Source: an optimization exercise on an open RTL-to-GDS flow (aim: small area and a short achievable clock period). Production flows keep margins and buffers that such runs may drop. No functional check of the RTL was part of any run shown here. No activity file was given, so power comes from the tool's default toggle rates.

--- flow/design.v ---
module register #(
    parameter N = 32
) (
    input  logic         clk,
    input  logic         reset,
    input  logic         enable,
    input  logic [N-1:0] dataIn,
    output logic [N-1:0] dataOut
);
    always_ff @(posedge clk or posedge reset) begin
        if (reset)       dataOut <= '0;
        else if (enable) dataOut <= dataIn;
    end
endmodule
module alu_pre (
    input  logic [31:0] a, b,
    input  logic [2:0]  op,
    output logic [124:0] q
);
    wire is_mul = op == 3'd4;
    wire is_add = op == 3'd2 || op == 3'd3 || op == 3'd7;
    wire [31:0] bm = is_mul ? b : {31'd0, is_add};
    wire [32:0] bx = {bm, 1'b0};
    logic [15:0] one, two, neg;
    genvar j;
    generate for (j = 0; j < 16; j = j + 1) begin : enc
        wire b1 = bx[2*j+2], b0 = bx[2*j+1], bl = bx[2*j];
        assign one[j] = b0 ^ bl;
        assign two[j] = (b1 & ~b0 & ~bl) | (~b1 & b0 & bl);
        assign neg[j] = b1 & ~(b0 & bl);
    end endgenerate
    wire [32:0] ax = {a, 1'b0};
    wire [39:0] X = {a, 8'b0} | {8'b0, a};
    logic [39:0] Xr;
    always_comb for (int m = 0; m < 40; m++) Xr[m] = X[39-m];
    wire [39:0] Y = op == 3'd6 ? Xr : X;
    wire [39:0] sh = Y >> b[2:0];
    logic [31:0] shl;
    always_comb for (int i = 0; i < 32; i++) shl[i] = sh[31-i];
    logic [31:0] bb;
    always_comb
        case (op)
            3'd1: bb = a ^ b;
            3'd2: bb = b;
            3'd3: bb = ~b;
            3'd5: bb = sh[31:0];
            3'd6: bb = shl;
            3'd7: bb = 32'd4;
            default: bb = 32'd0;
        endcase
    wire cin = op == 3'd3;
    wire [31:0] pp0 = (({32{one[0]}} & ax[32:1]) | ({32{two[0]}} & ax[31:0])) ^ {32{neg[0]}};
    wire [29:0] pp1 = (({30{one[1]}} & ax[30:1]) | ({30{two[1]}} & ax[29:0])) ^ {30{neg[1]}};
    wire [27:0] pp2 = (({28{one[2]}} & ax[28:1]) | ({28{two[2]}} & ax[27:0])) ^ {28{neg[2]}};
    wire [25:0] pp3 = (({26{one[3]}} & ax[26:1]) | ({26{two[3]}} & ax[25:0])) ^ {26{neg[3]}};
    wire [23:0] pp4 = (({24{one[4]}} & ax[24:1]) | ({24{two[4]}} & ax[23:0])) ^ {24{neg[4]}};
    wire [21:0] pp5 = (({22{one[5]}} & ax[22:1]) | ({22{two[5]}} & ax[21:0])) ^ {22{neg[5]}};
    wire [19:0] pp6 = (({20{one[6]}} & ax[20:1]) | ({20{two[6]}} & ax[19:0])) ^ {20{neg[6]}};
    wire [17:0] pp7 = (({18{one[7]}} & ax[18:1]) | ({18{two[7]}} & ax[17:0])) ^ {18{neg[7]}};
    wire [15:0] pp8 = (({16{one[8]}} & ax[16:1]) | ({16{two[8]}} & ax[15:0])) ^ {16{neg[8]}};
    wire [13:0] pp9 = (({14{one[9]}} & ax[14:1]) | ({14{two[9]}} & ax[13:0])) ^ {14{neg[9]}};
    wire [11:0] pp10 = (({12{one[10]}} & ax[12:1]) | ({12{two[10]}} & ax[11:0])) ^ {12{neg[10]}};
    wire [9:0] pp11 = (({10{one[11]}} & ax[10:1]) | ({10{two[11]}} & ax[9:0])) ^ {10{neg[11]}};
    wire [7:0] pp12 = (({8{one[12]}} & ax[8:1]) | ({8{two[12]}} & ax[7:0])) ^ {8{neg[12]}};
    wire [5:0] pp13 = (({6{one[13]}} & ax[6:1]) | ({6{two[13]}} & ax[5:0])) ^ {6{neg[13]}};
    wire [3:0] pp14 = (({4{one[14]}} & ax[4:1]) | ({4{two[14]}} & ax[3:0])) ^ {4{neg[14]}};
    wire [1:0] pp15 = (({2{one[15]}} & ax[2:1]) | ({2{two[15]}} & ax[1:0])) ^ {2{neg[15]}};
    wire hs0 = neg[11] ^ pp0[22];
    wire hc0 = neg[11] & pp0[22];
    wire hs1 = pp0[23] ^ pp10[3];
    wire hc1 = pp0[23] & pp10[3];
    wire fs2 = neg[12] ^ pp0[24] ^ pp10[4];
    wire fc2 = (neg[12] & pp0[24]) | (pp10[4] & (neg[12] | pp0[24]));
    wire hs3 = pp11[2] ^ pp12[0];
    wire hc3 = pp11[2] & pp12[0];
    wire fs4 = pp0[25] ^ pp10[5] ^ pp11[3];
    wire fc4 = (pp0[25] & pp10[5]) | (pp11[3] & (pp0[25] | pp10[5]));
    wire hs5 = pp12[1] ^ pp1[23];
    wire hc5 = pp12[1] & pp1[23];
    wire fs6 = neg[13] ^ pp0[26] ^ pp10[6];
    wire fc6 = (neg[13] & pp0[26]) | (pp10[6] & (neg[13] | pp0[26]));
    wire fs7 = pp11[4] ^ pp12[2] ^ pp13[0];
    wire fc7 = (pp11[4] & pp12[2]) | (pp13[0] & (pp11[4] | pp12[2]));
    wire hs8 = pp1[24] ^ pp2[22];
    wire hc8 = pp1[24] & pp2[22];
    wire fs9 = pp0[27] ^ pp10[7] ^ pp11[5];
    wire fc9 = (pp0[27] & pp10[7]) | (pp11[5] & (pp0[27] | pp10[7]));
    wire fs10 = pp12[3] ^ pp13[1] ^ pp1[25];
    wire fc10 = (pp12[3] & pp13[1]) | (pp1[25] & (pp12[3] | pp13[1]));
    wire hs11 = pp2[23] ^ pp3[21];
    wire hc11 = pp2[23] & pp3[21];
    wire fs12 = neg[14] ^ pp0[28] ^ pp10[8];
    wire fc12 = (neg[14] & pp0[28]) | (pp10[8] & (neg[14] | pp0[28]));
    wire fs13 = pp11[6] ^ pp12[4] ^ pp13[2];
    wire fc13 = (pp11[6] & pp12[4]) | (pp13[2] & (pp11[6] | pp12[4]));
    wire fs14 = pp14[0] ^ pp1[26] ^ pp2[24];
    wire fc14 = (pp14[0] & pp1[26]) | (pp2[24] & (pp14[0] | pp1[26]));
    wire hs15 = pp3[22] ^ pp4[20];
    wire hc15 = pp3[22] & pp4[20];
    wire fs16 = pp0[29] ^ pp10[9] ^ pp11[7];
    wire fc16 = (pp0[29] & pp10[9]) | (pp11[7] & (pp0[29] | pp10[9]));
    wire fs17 = pp12[5] ^ pp13[3] ^ pp14[1];
    wire fc17 = (pp12[5] & pp13[3]) | (pp14[1] & (pp12[5] | pp13[3]));
    wire fs18 = pp1[27] ^ pp2[25] ^ pp3[23];
    wire fc18 = (pp1[27] & pp2[25]) | (pp3[23] & (pp1[27] | pp2[25]));
    wire hs19 = pp4[21] ^ pp5[19];
    wire hc19 = pp4[21] & pp5[19];
    wire fs20 = neg[15] ^ pp0[30] ^ pp10[10];
    wire fc20 = (neg[15] & pp0[30]) | (pp10[10] & (neg[15] | pp0[30]));
    wire fs21 = pp11[8] ^ pp12[6] ^ pp13[4];
    wire fc21 = (pp11[8] & pp12[6]) | (pp13[4] & (pp11[8] | pp12[6]));
    wire fs22 = pp14[2] ^ pp15[0] ^ pp1[28];
    wire fc22 = (pp14[2] & pp15[0]) | (pp1[28] & (pp14[2] | pp15[0]));
    wire fs23 = pp2[26] ^ pp3[24] ^ pp4[22];
    wire fc23 = (pp2[26] & pp3[24]) | (pp4[22] & (pp2[26] | pp3[24]));
    wire hs24 = pp5[20] ^ pp6[18];
    wire hc24 = pp5[20] & pp6[18];
    wire fs25 = pp0[31] ^ pp10[11] ^ pp11[9];
    wire fc25 = (pp0[31] & pp10[11]) | (pp11[9] & (pp0[31] | pp10[11]));
    wire fs26 = pp12[7] ^ pp13[5] ^ pp14[3];
    wire fc26 = (pp12[7] & pp13[5]) | (pp14[3] & (pp12[7] | pp13[5]));
    wire fs27 = pp15[1] ^ pp1[29] ^ pp2[27];
    wire fc27 = (pp15[1] & pp1[29]) | (pp2[27] & (pp15[1] | pp1[29]));
    wire fs28 = pp3[25] ^ pp4[23] ^ pp5[21];
    wire fc28 = (pp3[25] & pp4[23]) | (pp5[21] & (pp3[25] | pp4[23]));
    wire hs29 = pp6[19] ^ pp7[17];
    wire hc29 = pp6[19] & pp7[17];
    wire hs30 = neg[7] ^ pp0[14];
    wire hc30 = neg[7] & pp0[14];
    wire hs31 = pp0[15] ^ pp1[13];
    wire hc31 = pp0[15] & pp1[13];
    wire fs32 = neg[8] ^ pp0[16] ^ pp1[14];
    wire fc32 = (neg[8] & pp0[16]) | (pp1[14] & (neg[8] | pp0[16]));
    wire hs33 = pp2[12] ^ pp3[10];
    wire hc33 = pp2[12] & pp3[10];
    wire fs34 = pp0[17] ^ pp1[15] ^ pp2[13];
    wire fc34 = (pp0[17] & pp1[15]) | (pp2[13] & (pp0[17] | pp1[15]));
    wire hs35 = pp3[11] ^ pp4[9];
    wire hc35 = pp3[11] & pp4[9];
    wire fs36 = neg[9] ^ pp0[18] ^ pp1[16];
    wire fc36 = (neg[9] & pp0[18]) | (pp1[16] & (neg[9] | pp0[18]));
    wire fs37 = pp2[14] ^ pp3[12] ^ pp4[10];
    wire fc37 = (pp2[14] & pp3[12]) | (pp4[10] & (pp2[14] | pp3[12]));
    wire hs38 = pp5[8] ^ pp6[6];
    wire hc38 = pp5[8] & pp6[6];
    wire fs39 = pp0[19] ^ pp1[17] ^ pp2[15];
    wire fc39 = (pp0[19] & pp1[17]) | (pp2[15] & (pp0[19] | pp1[17]));
    wire fs40 = pp3[13] ^ pp4[11] ^ pp5[9];
    wire fc40 = (pp3[13] & pp4[11]) | (pp5[9] & (pp3[13] | pp4[11]));
    wire hs41 = pp6[7] ^ pp7[5];
    wire hc41 = pp6[7] & pp7[5];
    wire fs42 = neg[10] ^ pp0[20] ^ pp10[0];
    wire fc42 = (neg[10] & pp0[20]) | (pp10[0] & (neg[10] | pp0[20]));
    wire fs43 = pp1[18] ^ pp2[16] ^ pp3[14];
    wire fc43 = (pp1[18] & pp2[16]) | (pp3[14] & (pp1[18] | pp2[16]));
    wire fs44 = pp4[12] ^ pp5[10] ^ pp6[8];
    wire fc44 = (pp4[12] & pp5[10]) | (pp6[8] & (pp4[12] | pp5[10]));
    wire hs45 = pp7[6] ^ pp8[4];
    wire hc45 = pp7[6] & pp8[4];
    wire fs46 = pp0[21] ^ pp10[1] ^ pp1[19];
    wire fc46 = (pp0[21] & pp10[1]) | (pp1[19] & (pp0[21] | pp10[1]));
    wire fs47 = pp2[17] ^ pp3[15] ^ pp4[13];
    wire fc47 = (pp2[17] & pp3[15]) | (pp4[13] & (pp2[17] | pp3[15]));
    wire fs48 = pp5[11] ^ pp6[9] ^ pp7[7];
    wire fc48 = (pp5[11] & pp6[9]) | (pp7[7] & (pp5[11] | pp6[9]));
    wire hs49 = pp8[5] ^ pp9[3];
    wire hc49 = pp8[5] & pp9[3];
    wire fs50 = pp10[2] ^ pp11[0] ^ pp1[20];
    wire fc50 = (pp10[2] & pp11[0]) | (pp1[20] & (pp10[2] | pp11[0]));
    wire fs51 = pp2[18] ^ pp3[16] ^ pp4[14];
    wire fc51 = (pp2[18] & pp3[16]) | (pp4[14] & (pp2[18] | pp3[16]));
    wire fs52 = pp5[12] ^ pp6[10] ^ pp7[8];
    wire fc52 = (pp5[12] & pp6[10]) | (pp7[8] & (pp5[12] | pp6[10]));
    wire fs53 = pp8[6] ^ pp9[4] ^ bb[22];
    wire fc53 = (pp8[6] & pp9[4]) | (bb[22] & (pp8[6] | pp9[4]));
    wire fs54 = pp11[1] ^ pp1[21] ^ pp2[19];
    wire fc54 = (pp11[1] & pp1[21]) | (pp2[19] & (pp11[1] | pp1[21]));
    wire fs55 = pp3[17] ^ pp4[15] ^ pp5[13];
    wire fc55 = (pp3[17] & pp4[15]) | (pp5[13] & (pp3[17] | pp4[15]));
    wire fs56 = pp6[11] ^ pp7[9] ^ pp8[7];
    wire fc56 = (pp6[11] & pp7[9]) | (pp8[7] & (pp6[11] | pp7[9]));
    wire fs57 = pp9[5] ^ hc0 ^ bb[23];
    wire fc57 = (pp9[5] & hc0) | (bb[23] & (pp9[5] | hc0));
    wire fs58 = pp1[22] ^ pp2[20] ^ pp3[18];
    wire fc58 = (pp1[22] & pp2[20]) | (pp3[18] & (pp1[22] | pp2[20]));
    wire fs59 = pp4[16] ^ pp5[14] ^ pp6[12];
    wire fc59 = (pp4[16] & pp5[14]) | (pp6[12] & (pp4[16] | pp5[14]));
    wire fs60 = pp7[10] ^ pp8[8] ^ pp9[6];
    wire fc60 = (pp7[10] & pp8[8]) | (pp9[6] & (pp7[10] | pp8[8]));
    wire fs61 = hc1 ^ bb[24] ^ hs3;
    wire fc61 = (hc1 & bb[24]) | (hs3 & (hc1 | bb[24]));
    wire fs62 = pp2[21] ^ pp3[19] ^ pp4[17];
    wire fc62 = (pp2[21] & pp3[19]) | (pp4[17] & (pp2[21] | pp3[19]));
    wire fs63 = pp5[15] ^ pp6[13] ^ pp7[11];
    wire fc63 = (pp5[15] & pp6[13]) | (pp7[11] & (pp5[15] | pp6[13]));
    wire fs64 = pp8[9] ^ pp9[7] ^ hc3;
    wire fc64 = (pp8[9] & pp9[7]) | (hc3 & (pp8[9] | pp9[7]));
    wire fs65 = bb[25] ^ hs5 ^ fc2;
    wire fc65 = (bb[25] & hs5) | (fc2 & (bb[25] | hs5));
    wire fs66 = pp3[20] ^ pp4[18] ^ pp5[16];
    wire fc66 = (pp3[20] & pp4[18]) | (pp5[16] & (pp3[20] | pp4[18]));
    wire fs67 = pp6[14] ^ pp7[12] ^ pp8[10];
    wire fc67 = (pp6[14] & pp7[12]) | (pp8[10] & (pp6[14] | pp7[12]));
    wire fs68 = pp9[8] ^ hc5 ^ bb[26];
    wire fc68 = (pp9[8] & hc5) | (bb[26] & (pp9[8] | hc5));
    wire fs69 = hs8 ^ fc4 ^ fs6;
    wire fc69 = (hs8 & fc4) | (fs6 & (hs8 | fc4));
    wire fs70 = pp4[19] ^ pp5[17] ^ pp6[15];
    wire fc70 = (pp4[19] & pp5[17]) | (pp6[15] & (pp4[19] | pp5[17]));
    wire fs71 = pp7[13] ^ pp8[11] ^ pp9[9];
    wire fc71 = (pp7[13] & pp8[11]) | (pp9[9] & (pp7[13] | pp8[11]));
    wire fs72 = hc8 ^ bb[27] ^ hs11;
    wire fc72 = (hc8 & bb[27]) | (hs11 & (hc8 | bb[27]));
    wire fs73 = fc6 ^ fc7 ^ fs10;
    wire fc73 = (fc6 & fc7) | (fs10 & (fc6 | fc7));
    wire fs74 = pp5[18] ^ pp6[16] ^ pp7[14];
    wire fc74 = (pp5[18] & pp6[16]) | (pp7[14] & (pp5[18] | pp6[16]));
    wire fs75 = pp8[12] ^ pp9[10] ^ hc11;
    wire fc75 = (pp8[12] & pp9[10]) | (hc11 & (pp8[12] | pp9[10]));
    wire fs76 = bb[28] ^ hs15 ^ fc10;
    wire fc76 = (bb[28] & hs15) | (fc10 & (bb[28] | hs15));
    wire fs77 = fc9 ^ fs12 ^ fs13;
    wire fc77 = (fc9 & fs12) | (fs13 & (fc9 | fs12));
    wire fs78 = pp6[17] ^ pp7[15] ^ pp8[13];
    wire fc78 = (pp6[17] & pp7[15]) | (pp8[13] & (pp6[17] | pp7[15]));
    wire fs79 = pp9[11] ^ hc15 ^ bb[29];
    wire fc79 = (pp9[11] & hc15) | (bb[29] & (pp9[11] | hc15));
    wire fs80 = hs19 ^ fc12 ^ fc13;
    wire fc80 = (hs19 & fc12) | (fc13 & (hs19 | fc12));
    wire fs81 = fc14 ^ fs16 ^ fs17;
    wire fc81 = (fc14 & fs16) | (fs17 & (fc14 | fs16));
    wire fs82 = pp7[16] ^ pp8[14] ^ pp9[12];
    wire fc82 = (pp7[16] & pp8[14]) | (pp9[12] & (pp7[16] | pp8[14]));
    wire fs83 = hc19 ^ bb[30] ^ hs24;
    wire fc83 = (hc19 & bb[30]) | (hs24 & (hc19 | bb[30]));
    wire fs84 = fc16 ^ fc17 ^ fc18;
    wire fc84 = (fc16 & fc17) | (fc18 & (fc16 | fc17));
    wire fs85 = fs20 ^ fs21 ^ fs22;
    wire fc85 = (fs20 & fs21) | (fs22 & (fs20 | fs21));
    wire fs86 = pp8[15] ^ pp9[13] ^ hc24;
    wire fc86 = (pp8[15] & pp9[13]) | (hc24 & (pp8[15] | pp9[13]));
    wire fs87 = bb[31] ^ hs29 ^ fc20;
    wire fc87 = (bb[31] & hs29) | (fc20 & (bb[31] | hs29));
    wire fs88 = fc21 ^ fc22 ^ fc23;
    wire fc88 = (fc21 & fc22) | (fc23 & (fc21 | fc22));
    wire fs89 = fs25 ^ fs26 ^ fs27;
    wire fc89 = (fs25 & fs26) | (fs27 & (fs25 | fs26));
    wire hs90 = neg[4] ^ pp0[8];
    wire hc90 = neg[4] & pp0[8];
    wire hs91 = pp0[9] ^ pp1[7];
    wire hc91 = pp0[9] & pp1[7];
    wire fs92 = neg[5] ^ pp0[10] ^ pp1[8];
    wire fc92 = (neg[5] & pp0[10]) | (pp1[8] & (neg[5] | pp0[10]));
    wire hs93 = pp2[6] ^ pp3[4];
    wire hc93 = pp2[6] & pp3[4];
    wire fs94 = pp0[11] ^ pp1[9] ^ pp2[7];
    wire fc94 = (pp0[11] & pp1[9]) | (pp2[7] & (pp0[11] | pp1[9]));
    wire hs95 = pp3[5] ^ pp4[3];
    wire hc95 = pp3[5] & pp4[3];
    wire fs96 = neg[6] ^ pp0[12] ^ pp1[10];
    wire fc96 = (neg[6] & pp0[12]) | (pp1[10] & (neg[6] | pp0[12]));
    wire fs97 = pp2[8] ^ pp3[6] ^ pp4[4];
    wire fc97 = (pp2[8] & pp3[6]) | (pp4[4] & (pp2[8] | pp3[6]));
    wire hs98 = pp5[2] ^ pp6[0];
    wire hc98 = pp5[2] & pp6[0];
    wire fs99 = pp0[13] ^ pp1[11] ^ pp2[9];
    wire fc99 = (pp0[13] & pp1[11]) | (pp2[9] & (pp0[13] | pp1[11]));
    wire fs100 = pp3[7] ^ pp4[5] ^ pp5[3];
    wire fc100 = (pp3[7] & pp4[5]) | (pp5[3] & (pp3[7] | pp4[5]));
    wire hs101 = pp6[1] ^ bb[13];
    wire hc101 = pp6[1] & bb[13];
    wire fs102 = pp1[12] ^ pp2[10] ^ pp3[8];
    wire fc102 = (pp1[12] & pp2[10]) | (pp3[8] & (pp1[12] | pp2[10]));
    wire fs103 = pp4[6] ^ pp5[4] ^ pp6[2];
    wire fc103 = (pp4[6] & pp5[4]) | (pp6[2] & (pp4[6] | pp5[4]));
    wire fs104 = pp7[0] ^ bb[14] ^ hs30;
    wire fc104 = (pp7[0] & bb[14]) | (hs30 & (pp7[0] | bb[14]));
    wire fs105 = pp2[11] ^ pp3[9] ^ pp4[7];
    wire fc105 = (pp2[11] & pp3[9]) | (pp4[7] & (pp2[11] | pp3[9]));
    wire fs106 = pp5[5] ^ pp6[3] ^ pp7[1];
    wire fc106 = (pp5[5] & pp6[3]) | (pp7[1] & (pp5[5] | pp6[3]));
    wire fs107 = hc30 ^ bb[15] ^ hs31;
    wire fc107 = (hc30 & bb[15]) | (hs31 & (hc30 | bb[15]));
    wire fs108 = pp4[8] ^ pp5[6] ^ pp6[4];
    wire fc108 = (pp4[8] & pp5[6]) | (pp6[4] & (pp4[8] | pp5[6]));
    wire fs109 = pp7[2] ^ pp8[0] ^ hc31;
    wire fc109 = (pp7[2] & pp8[0]) | (hc31 & (pp7[2] | pp8[0]));
    wire fs110 = bb[16] ^ hs33 ^ fs32;
    wire fc110 = (bb[16] & hs33) | (fs32 & (bb[16] | hs33));
    wire fs111 = pp5[7] ^ pp6[5] ^ pp7[3];
    wire fc111 = (pp5[7] & pp6[5]) | (pp7[3] & (pp5[7] | pp6[5]));
    wire fs112 = pp8[1] ^ hc33 ^ bb[17];
    wire fc112 = (pp8[1] & hc33) | (bb[17] & (pp8[1] | hc33));
    wire fs113 = hs35 ^ fc32 ^ fs34;
    wire fc113 = (hs35 & fc32) | (fs34 & (hs35 | fc32));
    wire fs114 = pp7[4] ^ pp8[2] ^ pp9[0];
    wire fc114 = (pp7[4] & pp8[2]) | (pp9[0] & (pp7[4] | pp8[2]));
    wire fs115 = hc35 ^ bb[18] ^ hs38;
    wire fc115 = (hc35 & bb[18]) | (hs38 & (hc35 | bb[18]));
    wire fs116 = fc34 ^ fs36 ^ fs37;
    wire fc116 = (fc34 & fs36) | (fs37 & (fc34 | fs36));
    wire fs117 = pp8[3] ^ pp9[1] ^ hc38;
    wire fc117 = (pp8[3] & pp9[1]) | (hc38 & (pp8[3] | pp9[1]));
    wire fs118 = bb[19] ^ hs41 ^ fc36;
    wire fc118 = (bb[19] & hs41) | (fc36 & (bb[19] | hs41));
    wire fs119 = fc37 ^ fs39 ^ fs40;
    wire fc119 = (fc37 & fs39) | (fs40 & (fc37 | fs39));
    wire fs120 = pp9[2] ^ hc41 ^ bb[20];
    wire fc120 = (pp9[2] & hc41) | (bb[20] & (pp9[2] | hc41));
    wire fs121 = hs45 ^ fc39 ^ fc40;
    wire fc121 = (hs45 & fc39) | (fc40 & (hs45 | fc39));
    wire fs122 = fs42 ^ fs43 ^ fs44;
    wire fc122 = (fs42 & fs43) | (fs44 & (fs42 | fs43));
    wire fs123 = hc45 ^ bb[21] ^ hs49;
    wire fc123 = (hc45 & bb[21]) | (hs49 & (hc45 | bb[21]));
    wire fs124 = fc42 ^ fc43 ^ fc44;
    wire fc124 = (fc42 & fc43) | (fc44 & (fc42 | fc43));
    wire fs125 = fs46 ^ fs47 ^ fs48;
    wire fc125 = (fs46 & fs47) | (fs48 & (fs46 | fs47));
    wire fs126 = hc49 ^ hs0 ^ fc46;
    wire fc126 = (hc49 & hs0) | (fc46 & (hc49 | hs0));
    wire fs127 = fc47 ^ fc48 ^ fs50;
    wire fc127 = (fc47 & fc48) | (fs50 & (fc47 | fc48));
    wire fs128 = fs51 ^ fs52 ^ fs53;
    wire fc128 = (fs51 & fs52) | (fs53 & (fs51 | fs52));
    wire fs129 = hs1 ^ fc50 ^ fc51;
    wire fc129 = (hs1 & fc50) | (fc51 & (hs1 | fc50));
    wire fs130 = fc52 ^ fs54 ^ fs55;
    wire fc130 = (fc52 & fs54) | (fs55 & (fc52 | fs54));
    wire fs131 = fs56 ^ fc53 ^ fs57;
    wire fc131 = (fs56 & fc53) | (fs57 & (fs56 | fc53));
    wire fs132 = fc54 ^ fc55 ^ fc56;
    wire fc132 = (fc54 & fc55) | (fc56 & (fc54 | fc55));
    wire fs133 = fs2 ^ fs58 ^ fs59;
    wire fc133 = (fs2 & fs58) | (fs59 & (fs2 | fs58));
    wire fs134 = fs60 ^ fc57 ^ fs61;
    wire fc134 = (fs60 & fc57) | (fs61 & (fs60 | fc57));
    wire fs135 = fc58 ^ fc59 ^ fc60;
    wire fc135 = (fc58 & fc59) | (fc60 & (fc58 | fc59));
    wire fs136 = fs4 ^ fs62 ^ fs63;
    wire fc136 = (fs4 & fs62) | (fs63 & (fs4 | fs62));
    wire fs137 = fs64 ^ fc61 ^ fs65;
    wire fc137 = (fs64 & fc61) | (fs65 & (fs64 | fc61));
    wire fs138 = fc62 ^ fc63 ^ fs66;
    wire fc138 = (fc62 & fc63) | (fs66 & (fc62 | fc63));
    wire fs139 = fs67 ^ fs7 ^ fc64;
    wire fc139 = (fs67 & fs7) | (fc64 & (fs67 | fs7));
    wire fs140 = fs68 ^ fc65 ^ fs69;
    wire fc140 = (fs68 & fc65) | (fs69 & (fs68 | fc65));
    wire fs141 = fc66 ^ fc67 ^ fs70;
    wire fc141 = (fc66 & fc67) | (fs70 & (fc66 | fc67));
    wire fs142 = fs71 ^ fs9 ^ fc68;
    wire fc142 = (fs71 & fs9) | (fc68 & (fs71 | fs9));
    wire fs143 = fs72 ^ fc69 ^ fs73;
    wire fc143 = (fs72 & fc69) | (fs73 & (fs72 | fc69));
    wire fs144 = fc70 ^ fc71 ^ fs14;
    wire fc144 = (fc70 & fc71) | (fs14 & (fc70 | fc71));
    wire fs145 = fs74 ^ fs75 ^ fc72;
    wire fc145 = (fs74 & fs75) | (fc72 & (fs74 | fs75));
    wire fs146 = fc73 ^ fs76 ^ fs77;
    wire fc146 = (fc73 & fs76) | (fs77 & (fc73 | fs76));
    wire fs147 = fc74 ^ fs18 ^ fs78;
    wire fc147 = (fc74 & fs18) | (fs78 & (fc74 | fs18));
    wire fs148 = fc75 ^ fs79 ^ fc76;
    wire fc148 = (fc75 & fs79) | (fc76 & (fc75 | fs79));
    wire fs149 = fc77 ^ fs80 ^ fs81;
    wire fc149 = (fc77 & fs80) | (fs81 & (fc77 | fs80));
    wire fs150 = fc78 ^ fs23 ^ fs82;
    wire fc150 = (fc78 & fs23) | (fs82 & (fc78 | fs23));
    wire fs151 = fc79 ^ fs83 ^ fc80;
    wire fc151 = (fc79 & fs83) | (fc80 & (fc79 | fs83));
    wire fs152 = fc81 ^ fs84 ^ fs85;
    wire fc152 = (fc81 & fs84) | (fs85 & (fc81 | fs84));
    wire fs153 = fc82 ^ fs28 ^ fs86;
    wire fc153 = (fc82 & fs28) | (fs86 & (fc82 | fs28));
    wire fs154 = fc83 ^ fc84 ^ fc85;
    wire fc154 = (fc83 & fc84) | (fc85 & (fc83 | fc84));
    wire fs155 = fs87 ^ fs88 ^ fs89;
    wire fc155 = (fs87 & fs88) | (fs89 & (fs87 | fs88));
    wire hs156 = neg[2] ^ pp0[4];
    wire hc156 = neg[2] & pp0[4];
    wire hs157 = pp0[5] ^ pp1[3];
    wire hc157 = pp0[5] & pp1[3];
    wire fs158 = neg[3] ^ pp0[6] ^ pp1[4];
    wire fc158 = (neg[3] & pp0[6]) | (pp1[4] & (neg[3] | pp0[6]));
    wire hs159 = pp2[2] ^ pp3[0];
    wire hc159 = pp2[2] & pp3[0];
    wire fs160 = pp0[7] ^ pp1[5] ^ pp2[3];
    wire fc160 = (pp0[7] & pp1[5]) | (pp2[3] & (pp0[7] | pp1[5]));
    wire hs161 = pp3[1] ^ bb[7];
    wire hc161 = pp3[1] & bb[7];
    wire fs162 = pp1[6] ^ pp2[4] ^ pp3[2];
    wire fc162 = (pp1[6] & pp2[4]) | (pp3[2] & (pp1[6] | pp2[4]));
    wire fs163 = pp4[0] ^ bb[8] ^ hs90;
    wire fc163 = (pp4[0] & bb[8]) | (hs90 & (pp4[0] | bb[8]));
    wire fs164 = pp2[5] ^ pp3[3] ^ pp4[1];
    wire fc164 = (pp2[5] & pp3[3]) | (pp4[1] & (pp2[5] | pp3[3]));
    wire fs165 = hc90 ^ bb[9] ^ hs91;
    wire fc165 = (hc90 & bb[9]) | (hs91 & (hc90 | bb[9]));
    wire fs166 = pp4[2] ^ pp5[0] ^ hc91;
    wire fc166 = (pp4[2] & pp5[0]) | (hc91 & (pp4[2] | pp5[0]));
    wire fs167 = bb[10] ^ hs93 ^ fs92;
    wire fc167 = (bb[10] & hs93) | (fs92 & (bb[10] | hs93));
    wire fs168 = pp5[1] ^ hc93 ^ bb[11];
    wire fc168 = (pp5[1] & hc93) | (bb[11] & (pp5[1] | hc93));
    wire fs169 = hs95 ^ fc92 ^ fs94;
    wire fc169 = (hs95 & fc92) | (fs94 & (hs95 | fc92));
    wire fs170 = hc95 ^ bb[12] ^ hs98;
    wire fc170 = (hc95 & bb[12]) | (hs98 & (hc95 | bb[12]));
    wire fs171 = fc94 ^ fs96 ^ fs97;
    wire fc171 = (fc94 & fs96) | (fs97 & (fc94 | fs96));
    wire fs172 = hc98 ^ fc96 ^ fc97;
    wire fc172 = (hc98 & fc96) | (fc97 & (hc98 | fc96));
    wire fs173 = fs100 ^ fs99 ^ hs101;
    wire fc173 = (fs100 & fs99) | (hs101 & (fs100 | fs99));
    wire fs174 = fc100 ^ fc99 ^ fs102;
    wire fc174 = (fc100 & fc99) | (fs102 & (fc100 | fc99));
    wire fs175 = fs103 ^ hc101 ^ fs104;
    wire fc175 = (fs103 & hc101) | (fs104 & (fs103 | hc101));
    wire fs176 = fc102 ^ fc103 ^ fs105;
    wire fc176 = (fc102 & fc103) | (fs105 & (fc102 | fc103));
    wire fs177 = fs106 ^ fc104 ^ fs107;
    wire fc177 = (fs106 & fc104) | (fs107 & (fs106 | fc104));
    wire fs178 = fc105 ^ fc106 ^ fs108;
    wire fc178 = (fc105 & fc106) | (fs108 & (fc105 | fc106));
    wire fs179 = fs109 ^ fc107 ^ fs110;
    wire fc179 = (fs109 & fc107) | (fs110 & (fs109 | fc107));
    wire fs180 = fc108 ^ fs111 ^ fc109;
    wire fc180 = (fc108 & fs111) | (fc109 & (fc108 | fs111));
    wire fs181 = fs112 ^ fc110 ^ fs113;
    wire fc181 = (fs112 & fc110) | (fs113 & (fs112 | fc110));
    wire fs182 = fc111 ^ fs114 ^ fc112;
    wire fc182 = (fc111 & fs114) | (fc112 & (fc111 | fs114));
    wire fs183 = fs115 ^ fc113 ^ fs116;
    wire fc183 = (fs115 & fc113) | (fs116 & (fs115 | fc113));
    wire fs184 = fc114 ^ fs117 ^ fc115;
    wire fc184 = (fc114 & fs117) | (fc115 & (fc114 | fs117));
    wire fs185 = fc116 ^ fs118 ^ fs119;
    wire fc185 = (fc116 & fs118) | (fs119 & (fc116 | fs118));
    wire fs186 = fc117 ^ fs120 ^ fc118;
    wire fc186 = (fc117 & fs120) | (fc118 & (fc117 | fs120));
    wire fs187 = fc119 ^ fs121 ^ fs122;
    wire fc187 = (fc119 & fs121) | (fs122 & (fc119 | fs121));
    wire fs188 = fc120 ^ fs123 ^ fc121;
    wire fc188 = (fc120 & fs123) | (fc121 & (fc120 | fs123));
    wire fs189 = fc122 ^ fs124 ^ fs125;
    wire fc189 = (fc122 & fs124) | (fs125 & (fc122 | fs124));
    wire fs190 = fc123 ^ fc124 ^ fc125;
    wire fc190 = (fc123 & fc124) | (fc125 & (fc123 | fc124));
    wire fs191 = fs126 ^ fs127 ^ fs128;
    wire fc191 = (fs126 & fs127) | (fs128 & (fs126 | fs127));
    wire fs192 = fc126 ^ fc127 ^ fs129;
    wire fc192 = (fc126 & fc127) | (fs129 & (fc126 | fc127));
    wire fs193 = fs130 ^ fc128 ^ fs131;
    wire fc193 = (fs130 & fc128) | (fs131 & (fs130 | fc128));
    wire fs194 = fc129 ^ fc130 ^ fs132;
    wire fc194 = (fc129 & fc130) | (fs132 & (fc129 | fc130));
    wire fs195 = fs133 ^ fc131 ^ fs134;
    wire fc195 = (fs133 & fc131) | (fs134 & (fs133 | fc131));
    wire fs196 = fc132 ^ fc133 ^ fs135;
    wire fc196 = (fc132 & fc133) | (fs135 & (fc132 | fc133));
    wire fs197 = fs136 ^ fc134 ^ fs137;
    wire fc197 = (fs136 & fc134) | (fs137 & (fs136 | fc134));
    wire fs198 = fc135 ^ fc136 ^ fs138;
    wire fc198 = (fc135 & fc136) | (fs138 & (fc135 | fc136));
    wire fs199 = fs139 ^ fc137 ^ fs140;
    wire fc199 = (fs139 & fc137) | (fs140 & (fs139 | fc137));
    wire fs200 = fc138 ^ fs141 ^ fc139;
    wire fc200 = (fc138 & fs141) | (fc139 & (fc138 | fs141));
    wire fs201 = fs142 ^ fc140 ^ fs143;
    wire fc201 = (fs142 & fc140) | (fs143 & (fs142 | fc140));
    wire fs202 = fc141 ^ fs144 ^ fc142;
    wire fc202 = (fc141 & fs144) | (fc142 & (fc141 | fs144));
    wire fs203 = fs145 ^ fc143 ^ fs146;
    wire fc203 = (fs145 & fc143) | (fs146 & (fs145 | fc143));
    wire fs204 = fc144 ^ fs147 ^ fc145;
    wire fc204 = (fc144 & fs147) | (fc145 & (fc144 | fs147));
    wire fs205 = fs148 ^ fc146 ^ fs149;
    wire fc205 = (fs148 & fc146) | (fs149 & (fs148 | fc146));
    wire fs206 = fc147 ^ fs150 ^ fc148;
    wire fc206 = (fc147 & fs150) | (fc148 & (fc147 | fs150));
    wire fs207 = fs151 ^ fc149 ^ fs152;
    wire fc207 = (fs151 & fc149) | (fs152 & (fs151 | fc149));
    wire fs208 = fc150 ^ fs153 ^ fc151;
    wire fc208 = (fc150 & fs153) | (fc151 & (fc150 | fs153));
    wire fs209 = fc152 ^ fs154 ^ fs155;
    wire fc209 = (fc152 & fs154) | (fs155 & (fc152 | fs154));
    assign q[0] = cin;
    assign q[1] = neg[0];
    assign q[2] = pp0[0];
    assign q[3] = bb[0];
    assign q[4] = pp0[1];
    assign q[5] = bb[1];
    assign q[6] = neg[1];
    assign q[7] = pp0[2];
    assign q[8] = pp1[0];
    assign q[9] = bb[2];
    assign q[10] = pp0[3];
    assign q[11] = pp1[1];
    assign q[12] = bb[3];
    assign q[13] = pp1[2];
    assign q[14] = pp2[0];
    assign q[15] = bb[4];
    assign q[16] = hs156;
    assign q[17] = pp2[1];
    assign q[18] = hc156;
    assign q[19] = bb[5];
    assign q[20] = hs157;
    assign q[21] = hc157;
    assign q[22] = bb[6];
    assign q[23] = hs159;
    assign q[24] = fs158;
    assign q[25] = hc159;
    assign q[26] = fc158;
    assign q[27] = fs160;
    assign q[28] = hs161;
    assign q[29] = fc160;
    assign q[30] = fs162;
    assign q[31] = hc161;
    assign q[32] = fs163;
    assign q[33] = fc162;
    assign q[34] = fs164;
    assign q[35] = fc163;
    assign q[36] = fs165;
    assign q[37] = fc164;
    assign q[38] = fs166;
    assign q[39] = fc165;
    assign q[40] = fs167;
    assign q[41] = fc166;
    assign q[42] = fs168;
    assign q[43] = fc167;
    assign q[44] = fs169;
    assign q[45] = fc168;
    assign q[46] = fs170;
    assign q[47] = fc169;
    assign q[48] = fs171;
    assign q[49] = fc170;
    assign q[50] = fc171;
    assign q[51] = fs172;
    assign q[52] = fs173;
    assign q[53] = fc172;
    assign q[54] = fs174;
    assign q[55] = fc173;
    assign q[56] = fs175;
    assign q[57] = fc174;
    assign q[58] = fs176;
    assign q[59] = fc175;
    assign q[60] = fs177;
    assign q[61] = fc176;
    assign q[62] = fs178;
    assign q[63] = fc177;
    assign q[64] = fs179;
    assign q[65] = fc178;
    assign q[66] = fs180;
    assign q[67] = fc179;
    assign q[68] = fs181;
    assign q[69] = fc180;
    assign q[70] = fs182;
    assign q[71] = fc181;
    assign q[72] = fs183;
    assign q[73] = fc182;
    assign q[74] = fs184;
    assign q[75] = fc183;
    assign q[76] = fs185;
    assign q[77] = fc184;
    assign q[78] = fs186;
    assign q[79] = fc185;
    assign q[80] = fs187;
    assign q[81] = fc186;
    assign q[82] = fs188;
    assign q[83] = fc187;
    assign q[84] = fs189;
    assign q[85] = fc188;
    assign q[86] = fc189;
    assign q[87] = fs190;
    assign q[88] = fs191;
    assign q[89] = fc190;
    assign q[90] = fs192;
    assign q[91] = fc191;
    assign q[92] = fs193;
    assign q[93] = fc192;
    assign q[94] = fs194;
    assign q[95] = fc193;
    assign q[96] = fs195;
    assign q[97] = fc194;
    assign q[98] = fs196;
    assign q[99] = fc195;
    assign q[100] = fs197;
    assign q[101] = fc196;
    assign q[102] = fs198;
    assign q[103] = fc197;
    assign q[104] = fs199;
    assign q[105] = fc198;
    assign q[106] = fs200;
    assign q[107] = fc199;
    assign q[108] = fs201;
    assign q[109] = fc200;
    assign q[110] = fs202;
    assign q[111] = fc201;
    assign q[112] = fs203;
    assign q[113] = fc202;
    assign q[114] = fs204;
    assign q[115] = fc203;
    assign q[116] = fs205;
    assign q[117] = fc204;
    assign q[118] = fs206;
    assign q[119] = fc205;
    assign q[120] = fs207;
    assign q[121] = fc206;
    assign q[122] = fs208;
    assign q[123] = fc207;
    assign q[124] = fs209;
endmodule
module alu_post (
    input  logic [124:0] q,
    output logic [31:0] result
);
    wire hs210 = q[0] ^ q[1];
    wire hc210 = q[0] & q[1];
    wire hs211 = q[6] ^ q[7];
    wire hc211 = q[6] & q[7];
    wire hs212 = q[10] ^ q[11];
    wire hc212 = q[10] & q[11];
    wire fs213 = q[13] ^ q[14] ^ q[15];
    wire fc213 = (q[13] & q[14]) | (q[15] & (q[13] | q[14]));
    wire fs214 = q[17] ^ q[18] ^ q[19];
    wire fc214 = (q[17] & q[18]) | (q[19] & (q[17] | q[18]));
    wire fs215 = q[21] ^ q[22] ^ q[23];
    wire fc215 = (q[21] & q[22]) | (q[23] & (q[21] | q[22]));
    wire fs216 = q[25] ^ q[26] ^ q[27];
    wire fc216 = (q[25] & q[26]) | (q[27] & (q[25] | q[26]));
    wire fs217 = q[29] ^ q[30] ^ q[31];
    wire fc217 = (q[29] & q[30]) | (q[31] & (q[29] | q[30]));
    wire fs218 = q[33] ^ q[34] ^ q[35];
    wire fc218 = (q[33] & q[34]) | (q[35] & (q[33] | q[34]));
    wire fs219 = q[37] ^ q[38] ^ q[39];
    wire fc219 = (q[37] & q[38]) | (q[39] & (q[37] | q[38]));
    wire fs220 = q[41] ^ q[42] ^ q[43];
    wire fc220 = (q[41] & q[42]) | (q[43] & (q[41] | q[42]));
    wire fs221 = q[45] ^ q[46] ^ q[47];
    wire fc221 = (q[45] & q[46]) | (q[47] & (q[45] | q[46]));
    wire fs222 = q[49] ^ q[50] ^ q[51];
    wire fc222 = (q[49] & q[50]) | (q[51] & (q[49] | q[50]));
    wire fs223 = q[53] ^ q[54] ^ q[55];
    wire fc223 = (q[53] & q[54]) | (q[55] & (q[53] | q[54]));
    wire fs224 = q[57] ^ q[58] ^ q[59];
    wire fc224 = (q[57] & q[58]) | (q[59] & (q[57] | q[58]));
    wire fs225 = q[61] ^ q[62] ^ q[63];
    wire fc225 = (q[61] & q[62]) | (q[63] & (q[61] | q[62]));
    wire fs226 = q[65] ^ q[66] ^ q[67];
    wire fc226 = (q[65] & q[66]) | (q[67] & (q[65] | q[66]));
    wire fs227 = q[69] ^ q[70] ^ q[71];
    wire fc227 = (q[69] & q[70]) | (q[71] & (q[69] | q[70]));
    wire fs228 = q[73] ^ q[74] ^ q[75];
    wire fc228 = (q[73] & q[74]) | (q[75] & (q[73] | q[74]));
    wire fs229 = q[77] ^ q[78] ^ q[79];
    wire fc229 = (q[77] & q[78]) | (q[79] & (q[77] | q[78]));
    wire fs230 = q[81] ^ q[82] ^ q[83];
    wire fc230 = (q[81] & q[82]) | (q[83] & (q[81] | q[82]));
    wire fs231 = q[85] ^ q[86] ^ q[87];
    wire fc231 = (q[85] & q[86]) | (q[87] & (q[85] | q[86]));
    wire fs232 = q[89] ^ q[90] ^ q[91];
    wire fc232 = (q[89] & q[90]) | (q[91] & (q[89] | q[90]));
    wire fs233 = q[93] ^ q[94] ^ q[95];
    wire fc233 = (q[93] & q[94]) | (q[95] & (q[93] | q[94]));
    wire fs234 = q[100] ^ q[97] ^ q[98];
    wire fc234 = (q[100] & q[97]) | (q[98] & (q[100] | q[97]));
    wire fs235 = q[101] ^ q[102] ^ q[103];
    wire fc235 = (q[101] & q[102]) | (q[103] & (q[101] | q[102]));
    wire fs236 = q[105] ^ q[106] ^ q[107];
    wire fc236 = (q[105] & q[106]) | (q[107] & (q[105] | q[106]));
    wire fs237 = q[109] ^ q[110] ^ q[111];
    wire fc237 = (q[109] & q[110]) | (q[111] & (q[109] | q[110]));
    wire fs238 = q[113] ^ q[114] ^ q[115];
    wire fc238 = (q[113] & q[114]) | (q[115] & (q[113] | q[114]));
    wire fs239 = q[117] ^ q[118] ^ q[119];
    wire fc239 = (q[117] & q[118]) | (q[119] & (q[117] | q[118]));
    wire fs240 = q[121] ^ q[122] ^ q[123];
    wire fc240 = (q[121] & q[122]) | (q[123] & (q[121] | q[122]));
    wire hs241 = q[2] ^ q[3];
    wire hc241 = q[2] & q[3];
    wire fs242 = q[4] ^ q[5] ^ hc210;
    wire fc242 = (q[4] & q[5]) | (hc210 & (q[4] | q[5]));
    wire fs243 = q[8] ^ q[9] ^ hs211;
    wire fc243 = (q[8] & q[9]) | (hs211 & (q[8] | q[9]));
    wire fs244 = q[12] ^ hc211 ^ hs212;
    wire fc244 = (q[12] & hc211) | (hs212 & (q[12] | hc211));
    wire fs245 = q[16] ^ hc212 ^ fs213;
    wire fc245 = (q[16] & hc212) | (fs213 & (q[16] | hc212));
    wire fs246 = q[20] ^ fc213 ^ fs214;
    wire fc246 = (q[20] & fc213) | (fs214 & (q[20] | fc213));
    wire fs247 = q[24] ^ fc214 ^ fs215;
    wire fc247 = (q[24] & fc214) | (fs215 & (q[24] | fc214));
    wire fs248 = q[28] ^ fc215 ^ fs216;
    wire fc248 = (q[28] & fc215) | (fs216 & (q[28] | fc215));
    wire fs249 = q[32] ^ fc216 ^ fs217;
    wire fc249 = (q[32] & fc216) | (fs217 & (q[32] | fc216));
    wire fs250 = q[36] ^ fc217 ^ fs218;
    wire fc250 = (q[36] & fc217) | (fs218 & (q[36] | fc217));
    wire fs251 = q[40] ^ fc218 ^ fs219;
    wire fc251 = (q[40] & fc218) | (fs219 & (q[40] | fc218));
    wire fs252 = q[44] ^ fc219 ^ fs220;
    wire fc252 = (q[44] & fc219) | (fs220 & (q[44] | fc219));
    wire fs253 = q[48] ^ fc220 ^ fs221;
    wire fc253 = (q[48] & fc220) | (fs221 & (q[48] | fc220));
    wire fs254 = q[52] ^ fc221 ^ fs222;
    wire fc254 = (q[52] & fc221) | (fs222 & (q[52] | fc221));
    wire fs255 = q[56] ^ fc222 ^ fs223;
    wire fc255 = (q[56] & fc222) | (fs223 & (q[56] | fc222));
    wire fs256 = q[60] ^ fc223 ^ fs224;
    wire fc256 = (q[60] & fc223) | (fs224 & (q[60] | fc223));
    wire fs257 = q[64] ^ fc224 ^ fs225;
    wire fc257 = (q[64] & fc224) | (fs225 & (q[64] | fc224));
    wire fs258 = q[68] ^ fc225 ^ fs226;
    wire fc258 = (q[68] & fc225) | (fs226 & (q[68] | fc225));
    wire fs259 = q[72] ^ fc226 ^ fs227;
    wire fc259 = (q[72] & fc226) | (fs227 & (q[72] | fc226));
    wire fs260 = q[76] ^ fc227 ^ fs228;
    wire fc260 = (q[76] & fc227) | (fs228 & (q[76] | fc227));
    wire fs261 = q[80] ^ fc228 ^ fs229;
    wire fc261 = (q[80] & fc228) | (fs229 & (q[80] | fc228));
    wire fs262 = q[84] ^ fc229 ^ fs230;
    wire fc262 = (q[84] & fc229) | (fs230 & (q[84] | fc229));
    wire fs263 = q[88] ^ fc230 ^ fs231;
    wire fc263 = (q[88] & fc230) | (fs231 & (q[88] | fc230));
    wire fs264 = q[92] ^ fc231 ^ fs232;
    wire fc264 = (q[92] & fc231) | (fs232 & (q[92] | fc231));
    wire fs265 = q[96] ^ fc232 ^ fs233;
    wire fc265 = (q[96] & fc232) | (fs233 & (q[96] | fc232));
    wire fs266 = q[99] ^ fc233 ^ fs234;
    wire fc266 = (q[99] & fc233) | (fs234 & (q[99] | fc233));
    wire fs267 = q[104] ^ fc234 ^ fs235;
    wire fc267 = (q[104] & fc234) | (fs235 & (q[104] | fc234));
    wire fs268 = q[108] ^ fc235 ^ fs236;
    wire fc268 = (q[108] & fc235) | (fs236 & (q[108] | fc235));
    wire fs269 = q[112] ^ fc236 ^ fs237;
    wire fc269 = (q[112] & fc236) | (fs237 & (q[112] | fc236));
    wire fs270 = q[116] ^ fc237 ^ fs238;
    wire fc270 = (q[116] & fc237) | (fs238 & (q[116] | fc237));
    wire fs271 = q[120] ^ fc238 ^ fs239;
    wire fc271 = (q[120] & fc238) | (fs239 & (q[120] | fc238));
    wire fs272 = q[124] ^ fc239 ^ fs240;
    wire fc272 = (q[124] & fc239) | (fs240 & (q[124] | fc239));
    logic [31:0] ms, mc;
    assign ms[0] = hs210;
    assign mc[0] = hs241;
    assign ms[1] = hc241;
    assign mc[1] = fs242;
    assign ms[2] = fc242;
    assign mc[2] = fs243;
    assign ms[3] = fc243;
    assign mc[3] = fs244;
    assign ms[4] = fc244;
    assign mc[4] = fs245;
    assign ms[5] = fc245;
    assign mc[5] = fs246;
    assign ms[6] = fc246;
    assign mc[6] = fs247;
    assign ms[7] = fc247;
    assign mc[7] = fs248;
    assign ms[8] = fc248;
    assign mc[8] = fs249;
    assign ms[9] = fc249;
    assign mc[9] = fs250;
    assign ms[10] = fc250;
    assign mc[10] = fs251;
    assign ms[11] = fc251;
    assign mc[11] = fs252;
    assign ms[12] = fc252;
    assign mc[12] = fs253;
    assign ms[13] = fc253;
    assign mc[13] = fs254;
    assign ms[14] = fc254;
    assign mc[14] = fs255;
    assign ms[15] = fc255;
    assign mc[15] = fs256;
    assign ms[16] = fc256;
    assign mc[16] = fs257;
    assign ms[17] = fc257;
    assign mc[17] = fs258;
    assign ms[18] = fc258;
    assign mc[18] = fs259;
    assign ms[19] = fc259;
    assign mc[19] = fs260;
    assign ms[20] = fc260;
    assign mc[20] = fs261;
    assign ms[21] = fc261;
    assign mc[21] = fs262;
    assign ms[22] = fc262;
    assign mc[22] = fs263;
    assign ms[23] = fc263;
    assign mc[23] = fs264;
    assign ms[24] = fc264;
    assign mc[24] = fs265;
    assign ms[25] = fc265;
    assign mc[25] = fs266;
    assign ms[26] = fc266;
    assign mc[26] = fs267;
    assign ms[27] = fc267;
    assign mc[27] = fs268;
    assign ms[28] = fc268;
    assign mc[28] = fs269;
    assign ms[29] = fc269;
    assign mc[29] = fs270;
    assign ms[30] = fc270;
    assign mc[30] = fs271;
    assign ms[31] = fc271;
    assign mc[31] = fs272;
    assign result = ms + mc;
endmodule
module execute #(
    parameter NQ = 125
) (
    input  logic            clk, reset, overwriteFlags,
    input  logic [2:0]      pcWrEn,
    input  logic [4*NQ-1:0] q,         
    input  logic [3:0]      a31,       
    output logic [127:0]    vectOut,
    output logic            pcWrEnOut
);
    logic [1:0] NZ_flags;
    logic [3:0] negativeFlags, zeroFlags;
    genvar i;
    generate for (i = 0; i < 4; i = i + 1) begin : alu_block
        alu_post alu (.q(q[NQ*i +: NQ]), .result(vectOut[32*i +: 32]));
        assign zeroFlags[i] = vectOut[32*i +: 32] == 32'd0;
        assign negativeFlags[i] = (a31[i] != vectOut[32*i + 31]) && !zeroFlags[i];
    end endgenerate
    register #(1) negative_flag_register (
        .clk(clk), .reset(reset), .enable(overwriteFlags),
        .dataIn(|negativeFlags), .dataOut(NZ_flags[0])
    );
    register #(1) zeroFlag_register (
        .clk(clk), .reset(reset), .enable(overwriteFlags),
        .dataIn(&zeroFlags), .dataOut(NZ_flags[1])
    );
    assign pcWrEnOut = (pcWrEn[2] & ~NZ_flags[1]) | (pcWrEn[1] & NZ_flags[1]) |
                       (pcWrEn[0] & NZ_flags[0]);
endmodule
module simd_alu_top (
    input  logic         clk,
    input  logic         rst,
    input  logic         overwriteFlags,
    input  logic [2:0]   pcWrEn,
    input  logic [2:0]   ExecuteOp,
    input  logic [127:0] vect1,
    input  logic [127:0] vect2,
    output logic [127:0] vectOut,
    output logic         pcWrEnOut
);
    localparam NQ = 125;
    logic            overwriteFlags_q;
    logic [2:0]      pcWrEn_q;
    logic [4*NQ-1:0] q_d, q_q;
    logic [3:0]      a31_q;
    logic [127:0]    vectOut_d;
    genvar i;
    generate for (i = 0; i < 4; i = i + 1) begin : lane
        alu_pre alu_pre (
            .a(vect1[32*i +: 32]), .b(vect2[32*i +: 32]), .op(ExecuteOp),
            .q(q_d[NQ*i +: NQ])
        );
    end endgenerate
    always_ff @(posedge clk) begin
        overwriteFlags_q <= overwriteFlags;
        pcWrEn_q         <= {pcWrEn == 3'b100, pcWrEn == 3'b010, pcWrEn == 3'b001};
        q_q              <= q_d;
        a31_q            <= {vect1[127], vect1[95], vect1[63], vect1[31]};
        vectOut          <= vectOut_d;
    end
    execute #(
        .NQ(NQ)
    ) execute_stage (
        .clk(clk),
        .reset(rst),
        .overwriteFlags(overwriteFlags_q),
        .pcWrEn(pcWrEn_q),
        .q(q_q),
        .a31(a31_q),
        .vectOut(vectOut_d),
        .pcWrEnOut(pcWrEnOut)
    );
endmodule
--- flow/run.sh ---
#!/bin/bash
# synth_recipe.tcl (not shown) runs the flow's synth.tcl, then flattens the netlist and writes it again
# the make line also repeats each setting of config.mk as NAME=value (left out here)
make -C /OpenROAD-flow-scripts/flow DESIGN_CONFIG=/design/flow/config.mk WORK_HOME=/design/flow/orfs CLKGATE_MAP_FILE= SYNTH_SCRIPT=/design/flow/synth_recipe.tcl finish
--- flow/config.mk ---
export PLATFORM = sky130hd
export DESIGN_NAME = simd_alu_top
export DESIGN_NICKNAME = simd_alu_top
export VERILOG_FILES = /design/flow/design.v
export SDC_FILE = /design/flow/constraint.sdc
export NUM_CORES = 4
export LEC_CHECK = 0
export CAP_MARGIN = 20
export CELL_PAD_IN_SITES_DETAIL_PLACEMENT = 2
export CELL_PAD_IN_SITES_GLOBAL_PLACEMENT = 4
export CORE_MARGIN = 2
export CORE_UTILIZATION = 30
export SETUP_SLACK_MARGIN = 5
export SLEW_MARGIN = 20
--- flow/constraint.sdc ---
create_clock -name core_clock -period 12.0 [get_ports {clk}]
set_input_delay 2.4000 -clock core_clock [delete_from_list [all_inputs] [get_ports {clk}]]
set_output_delay 2.4000 -clock core_clock [all_outputs]
set_load 0.01 [all_outputs]
==> impl_metrics.ini, run 1 <==
[run_status]
status = finished clean

[placement]
dp_cells = 13000
placed_cell_area_mm2 = 0.0895
dpl.hpwl_um = 292000
gp_congestion = 0.855
io_buffers = 393

[synthesis]
syn_avg_cell_area_um2 = 8.51
async_flop_share_pct = 0.315
synthFlopType = dfxtp_1
yosys.area.top_type = fa_1
synth-seq-area-share_pct = 15.5
synthDistinctLibCells = 92
synthTopCellsByArea = fa_1 22%, dfxtp_1 15%, xnor2_1 10%
ys_ff_latch = 635
synth-edff-count = 0
yosysTopAreaCellShare_pct = 22.1
synth_nets = 11100
yosysWarningCount = 3
netlist_instances = 9632
synthesis.area_mm2 = 0.0819

[power]
power.total_mw = 19.2
power.net_switching_mw = 9.67
power.leakage_nw = 38.2
p_clk_share_pct = 16.2
power_density_mw_per_mm2 = 206
power_frac_seq_pct = 16.2
internal_power_mw = 9.54
swShare_pct = 50.3
combPwrFrac_pct = 67.6
irDropWorstVdd_v = 0.000285

[sta]
hold_viol = 0
slew-limit-headroom_pct = 18.8
finalCritPeriodShare_pct = 57.1
fmax_ghz = 0.146
hold_ws_ps = 500
fin_crit_ps = 6850
setup_tns_ps = 0
slew_violations = 0
finClkSkew_ps = 68.9
tightestPinTransition_ps = 1210
rsz0062_at_grt = true
setup_violations = 0

[critical_path]
cp_num_buf_inv = 5
r2r_start = q_q[375]
worstPathArrival_ps = 7560
path_max_fanout = 69
required_ps = 12710
crit_type = in2reg
crit_path_end_kind = flip-flop
cp_top_family = XOR/XNOR gates
critical-path-max-stage-delay_ps = 560
cp_slowest_cell = fa_1
crit_chain = clkbuf_16 -> clkinv_2 -> nand2b_4 -> buf_16 -> nor2_1 -> ha_1 -> buf_8 -> a22oi_2 -> xnor2_2 -> fa_1 -> fa_1 -> inv_1 -> fa_2 -> xnor2_2 -> xnor2_1 -> xnor2_1 -> xnor2_1 -> xnor2_1 -> xnor2_1 -> xnor2_1 -> xnor2_1 -> xnor2_1
cp.depth = 22
reg2reg_slack_ps = 5330
regToRegEndpoint = execute_stage.negative_flag_register.dataOut
startpoint = ExecuteOp[1]
path_common_cell = xnor2_1
reg2reg_depth = 15
worstSetupStartpointType = input pin

[clock_network]
clock_sinks = 635
cts_max_level = 3
cts_max_path_buffers = 4
numCtsBuffers = 97
ctsHoldBuffers = 0
cts_tree = built
clkSlewWorstSetupHoldPaths_ps = 70
clkLatencyLatePin_ps = 880
cts-root-buf = clkbuf_16

[worst_hold_path]
min_to = execute_stage.negative_flag_register.dataOut
min_path_type = reg2reg
hold_path_startpoint = overwriteFlags_q
hold_path_depth = 2

[die]
core-area_mm2 = 0.271
die-width_um = 527
io_pins = 394
die_h_um = 527
dieArea_mm2 = 0.277
start_util_pct = 30.2
num_rows = 191

[finish]
multiInputGateArea_mm2 = 0.0609
fin_cells = 13200
layout.nets = 11000
fill_cells = 30200
fin_area_mm2 = 0.0935
areaGrowthSynthToFinish_pct = 14.1
seqCellArea_mm2 = 0.0127
drive_gt1_share_pct = 7.43

[detailed_routing]
drc_errors = 0
wl_um = 399000
wl_per_cell_um = 30.2
post_drt_via_cell_ratio = 5.48
vias = 72500
ant_nets = 0
dr.pass1.iters = 7
drt-initial-drc-count = 4757

[global_route]
grt_max_degree = 81
grtUsageTotal_pct = 28.2
grt_first_pass_wirelength_um = 576000
antenna_found_initial = 47
overflow = 0
grt_pass1_vias = 79300

[job]
maxCapViolations = 0
how the worst max path moves through the flow:
stage          endpoint
2_1_floorplan  q_q[124]
3_3_place_gp   q_q[374]
3_5_place_dp   q_q[374]
4_1_cts        q_q[374]
5_1_grt        q_q[374]
6_report       q_q[374]
sequential cells by signal (all words and copies together), names as in the netlist:
signal                                        cells
execute_stage.zeroFlag_register.dataOut           1
pcWrEn_q                                          3
overwriteFlags_q                                  1
a31_q                                             4
q_q                                             497
execute_stage.negative_flag_register.dataOut      1
vectOut                                         128
per-stage QoR:
| step | util [%] | setup slack [ps] |
|---|---|---|
| global route | 34.4 | 4970 |
| finish | 34.5 | 5150 |
| detailed placement | 33.0 | 3010 |
| CTS | 34.3 | 4920 |
| global placement | 33.0 | 3180 |
| floorplan | - | 5000 |
tightest hold or removal path: cells and delay by family (launching register included):
kind / cells / cell delay, ps
flops: 1 / 320
simple gates: 1 / 90
compound gates: 1 / 50
power groups by stage:
stage | registers [mW] | clock network [mW] | logic, mW
2_1_floorplan | 3.18 | 0 | 7.88
3_3_place_gp | 3.16 | 0 | 12.8
3_5_place_dp | 3.18 | 0 | 13.0
4_1_cts | 3.14 | 3.22 | 13.1
5_1_grt | 3.18 | 3.29 | 14.3
6_report | 3.12 | 3.11 | 13.0
timing repair:
| action | 4_1_cts | 5_1_grt |
|---|---|---|
| buffers inserted | 8 | 3 |
| resized for setup | 27 | 57 |
| setup endpoints to repair | 75 | 13 |
| cloned | 4 | 3 |
| pin swaps | 1 | 5 |
logic make-up (layout without fill, tap and decap cells):
family | after synthesis | in the layout | share of synthesized area (%)
adders and majority gates | 1212 | 1212 | 26.8
and+or+nand+nor | 1521 | 1524 | 8.75
buffers and inverters | 2345 | 2346 | 10.8
xor gates and xnor gates | 1244 | 1244 | 13.3
AOI/OAI and AO/OA | 2208 | 2208 | 18.6
muxes | 467 | 467 | 6.30
other | 0 | 18 | 0
DFF | 635 | 635 | 15.5
per-layer routing:
metal | global-route usage, % | wire [um]
met1 | 38.7 | 182000
met2 | 46.7 | 186000
met3 | 3.29 | 19000
met4 | 7.49 | 11400
met5 | 0 | 119
Yosys cell counts, drive strengths merged, types with 32 or more instances:
master and instances:
o32ai 35, and2 133, nor3b 50, o21a 39, o21ai 270, o22ai 32, mux4 34, ha 308
nand2 395, a221oi 32, a21oi 427, buf 126, inv 1483, clkbuf 734, fa 904, nor2 552
xnor2 970, a21o 57, nor2b 71, xor2 274, dfxtp 633, nor3 112, o31ai 57, mux2 47
a22oi 936, nand3 37, mux2i 386, a22o 73, o211ai 43, a211oi 51
layout by cell type (no fill, tap or decap), types with 132 or more instances in the layout:
cell	count
dfxtp_1	633
inv_1	1474
nor2_1	526
fa_1	902
and2_1	132
o21ai_0	270
buf_4	268
xor2_1	274
mux2i_1	386
a21oi_1	420
ha_1	305
nand2_1	394
xnor2_1	965
a22oi_1	934
clkdlybuf4s50_1	368
area by class of cell:
class	instances	share of cell area [%]
diodes	18	0.0482
repair buffers	688	6.77
clock buffers	133	3.01
repair inverters	2	0.0107
clock inverters	38	0.598
inverters	1485	5.99
well taps	3570	4.78
multi-input cells	6655	65.2
flip-flops and latches	635	13.6
==> run 2: changes to the inputs <==
==> flow/config.mk (replaced) <==
export PLATFORM = sky130hd
export DESIGN_NAME = simd_alu_top
export DESIGN_NICKNAME = simd_alu_top
export VERILOG_FILES = /design/flow/design.v
export SDC_FILE = /design/flow/constraint.sdc
export NUM_CORES = 4
export LEC_CHECK = 0
export CAP_MARGIN = 20
export CELL_PAD_IN_SITES_DETAIL_PLACEMENT = 1
export CELL_PAD_IN_SITES_GLOBAL_PLACEMENT = 1
export CORE_MARGIN = 2
export CORE_UTILIZATION = 50
export SETUP_SLACK_MARGIN = 5
export SLEW_MARGIN = 20
==> impl_metrics.ini, run 2 <==
[run_status]
status = finished clean

[placement]
dp_cells = 11600
gp_congestion = 0.957
io_buffers = 393
dpl.hpwl_um = 240000

[critical_path]
path_max_fanout = 34
cp_slowest_cell = ha_1
crit_type = in2reg
crit_chain = buf_6 -> nand2b_4 -> nor2_4 -> buf_4 -> and2_1 -> ha_1 -> a22oi_1 -> xnor2_1 -> fa_1 -> fa_1 -> inv_1 -> fa_1 -> xnor2_1 -> xnor2_1 -> xnor2_1 -> xnor2_1 -> xnor2_1 -> xnor2_1 -> xnor2_1 -> xnor2_1 -> xnor2_1
worstPathArrival_ps = 7590
required_ps = 12610
crit_path_end_kind = flip-flop
critical-path-max-stage-delay_ps = 660
worstSetupStartpointType = input pin
path_common_cell = xnor2_1

[die]
start_util_pct = 50.3
num_rows = 148
dieArea_mm2 = 0.167
die_h_um = 409
die-width_um = 409
io_pins = 394
core-area_mm2 = 0.163

[synthesis]
synthesis.area_mm2 = 0.0819
synthTopCellsByArea = fa_1 22%, dfxtp_1 15%, xnor2_1 10%
synth-edff-count = 0
yosysMostFrequentCell = inv_1
synthDistinctLibCells = 92
yosysTopAreaCellShare_pct = 22.1
netlist_instances = 9632
async_flop_share_pct = 0.315
yosys.area.top_type = fa_1
synthFlopType = dfxtp_1
synth-seq-area-share_pct = 15.5
ys_top_cells_by_count = 1478 x inv_1, 970 x xnor2_1, 936 x a22oi_1
ys_ff_latch = 635
syn_avg_cell_area_um2 = 8.51
yosysWarningCount = 3
synth_nets = 11100

[sta]
slew-limit-headroom_pct = 19.4
setup_violations = 0
fin_crit_ps = 6980
rsz0062_at_grt = true
setup_tns_ps = 0
finalCritPeriodShare_pct = 58.2
tightestPinTransition_ps = 1210
hold_ws_ps = 494
finClkSkew_ps = 54.7
slew_violations = 0
hold_viol = 0
fmax_ghz = 0.143

[power]
swShare_pct = 49.5
power_density_mw_per_mm2 = 203
p_clk_share_pct = 15.4
power_frac_seq_pct = 16.7
power.leakage_nw = 38.0
irDropWorstVdd_v = 0.000424
power.net_switching_mw = 9.20
combPwrFrac_pct = 67.8
internal_power_mw = 9.39

[detailed_routing]
drc_errors = 0
dr.pass1.iters = 8
vias = 74300
wl_um = 339000
wl_per_cell_um = 28.7
ant_nets = 0
post_drt_via_cell_ratio = 6.29
drt-initial-drc-count = 7428

[finish]
layout.nets = 11000
reg_top3 = q_q x497, vectOut x128, a31_q x4
fill_cells = 18800
top_register = q_q
fin_cells = 11800
final_common_cell = inv_1
drive_gt1_share_pct = 7.06
areaGrowthSynthToFinish_pct = 11.5
final_cell_mix = 1474 x inv_1, 967 x xnor2_1, 934 x a22oi_1, 902 x fa_1, 633 x dfxtp_1
largest_reg_flops = 497

[clock_network]
cts_tree = built
numCtsBuffers = 83
clkLatencyLatePin_ps = 780
cts-root-buf = clkbuf_16
cts_max_path_buffers = 3
clkSlewWorstSetupHoldPaths_ps = 60
ctsHoldBuffers = 0
cts_max_level = 3
clock_sinks = 635

[global_route]
antenna_found_initial = 42
grtUsageTotal_pct = 39.8
grt_pass1_vias = 79200
overflow = 0
grt_first_pass_wirelength_um = 506000
grt_max_degree = 205

[worst_hold_path]
min_path_type = reg2reg

[job]
maxCapViolations = 0
[run 2: worst paths after layout]
check                                  from                                           end  slack, ps  depth (start not counted)
max in group asynchronous               rst       execute_stage.zeroFlag_register.dataOut      10060                          2
min in group asynchronous               rst  execute_stage.negative_flag_register.dataOut       1800                          2
min                        overwriteFlags_q  execute_stage.negative_flag_register.dataOut        490                          2
max                            ExecuteOp[0]                                      q_q[499]       5020                         21
min reg2reg                overwriteFlags_q  execute_stage.negative_flag_register.dataOut        490                          2
max reg2reg                        q_q[375]  execute_stage.negative_flag_register.dataOut       5270                         14
[run 2: final cells by class]
cell class / count / area [um^2] / share of cell area [%]
clock buffers: 114 / 2420 / 2.65
inverters: 1485 / 5600 / 6.13
well taps: 2175 / 2720 / 2.98
repair inverters: 2 / 10.0 / 0.0110
multi-input cells: 6659 / 61000 / 66.7
clock inverters: 40 / 648 / 0.709
repair buffers: 676 / 6240 / 6.83
diodes: 23 / 57.6 / 0.0630
flip-flops and latches: 635 / 12700 / 13.9
[run 2: cell families after synthesis]
family / Yosys count / share of synthesized area [%]
buf+inv: 2345 / 10.8
compound gates: 2208 / 18.6
simple gates: 1521 / 8.75
xor+xnor: 1244 / 13.3
fa+ha+maj: 1212 / 26.8
flops: 635 / 15.5
mux: 467 / 6.30
[run 2: critical path: cells and delay by family]
| kind | cells | cell delay (ps) |
|---|---|---|
| buf+inv | 3 | 560 |
| simple gates | 3 | 580 |
| compound gates | 1 | 200 |
| xor+xnor | 10 | 1660 |
| fa+ha+maj | 4 | 2120 |
[run 2: per-stage QoR]
stage / worst slack [ps] / utilization (%) / power, mW / cell area [um^2]
after floorplan: 5000 / - / 11.1 / 82300
after global placement: 3350 / 53.8 / 15.0 / 87600
after detailed placement: 3300 / 53.8 / 15.3 / 87600
after CTS: 4910 / 55.9 / 18.5 / 91000
after global routing: 4820 / 56.1 / 19.9 / 91400
final: 5020 / 56.1 / 18.6 / 91400
[run 2: timing repair]
| action | 4_1_cts | 5_1_grt |
|---|---|---|
| cloned | 9 | 1 |
| setup buffers | 12 | 16 |
| resized for setup | 40 | 50 |
| setup endpoints to repair | 97 | 32 |
| pin swaps | 4 | 2 |
[run 2: power groups by stage]
stage,Clock [mW],Combinational [mW],Sequential [mW]
floorplan,0,7.88,3.18
global placement,0,11.8,3.12
detailed placement,0,12.2,3.15
CTS,2.90,12.4,3.12
global route,2.98,13.8,3.17
finish,2.87,12.6,3.11
[run 2: layer usage]
metal | GRT usage, % | vias up | part of all wire (%)
li1 | - | 31600 | -
met1 | 50.5 | 37600 | 39
met2 | 63.2 | 3971 | 45
met3 | 8.68 | 1084 | 9.7
met4 | 21.9 | 22 | 6.2
met5 | 0 | - | 0.038

static timing again, ports no longer ideal:
The results above use ideal ports. As a check the final layouts listed here were re-extracted and re-timed, cells and wires unchanged.
Step 1, drivers: a clkbuf_16 drives clk and a buf_2 each remaining input, both assumed.
Step 2 moves the port delays by t, midway between the first and last clock arrival at a register: inputs arrive t later, outputs are due t later. That takes back most of the time a late clock gives input paths.
Slacks: ideal / step 1 / step 2; pairs: ideal / step 1.
run | shift t [ns] | slack for setup (ns) | clock arrival spread, ns | slew at the worst register clock pin (ns) | cell pins on the clock port's net
run 1 | 0.944 | 5.152 / 5.046 / 4.102 | 0.078 / 0.078 | 0.08 / 0.08 | 1
run 2 | 0.848 | 5.020 / 4.927 / 4.079 | 0.059 / 0.060 | 0.08 / 0.08 | 1
After both steps setup and hold are still met in every run listed. The setup slack of run 1, which loses most, moves by -0.106 ns with the drivers and by -1.050 ns with both steps.
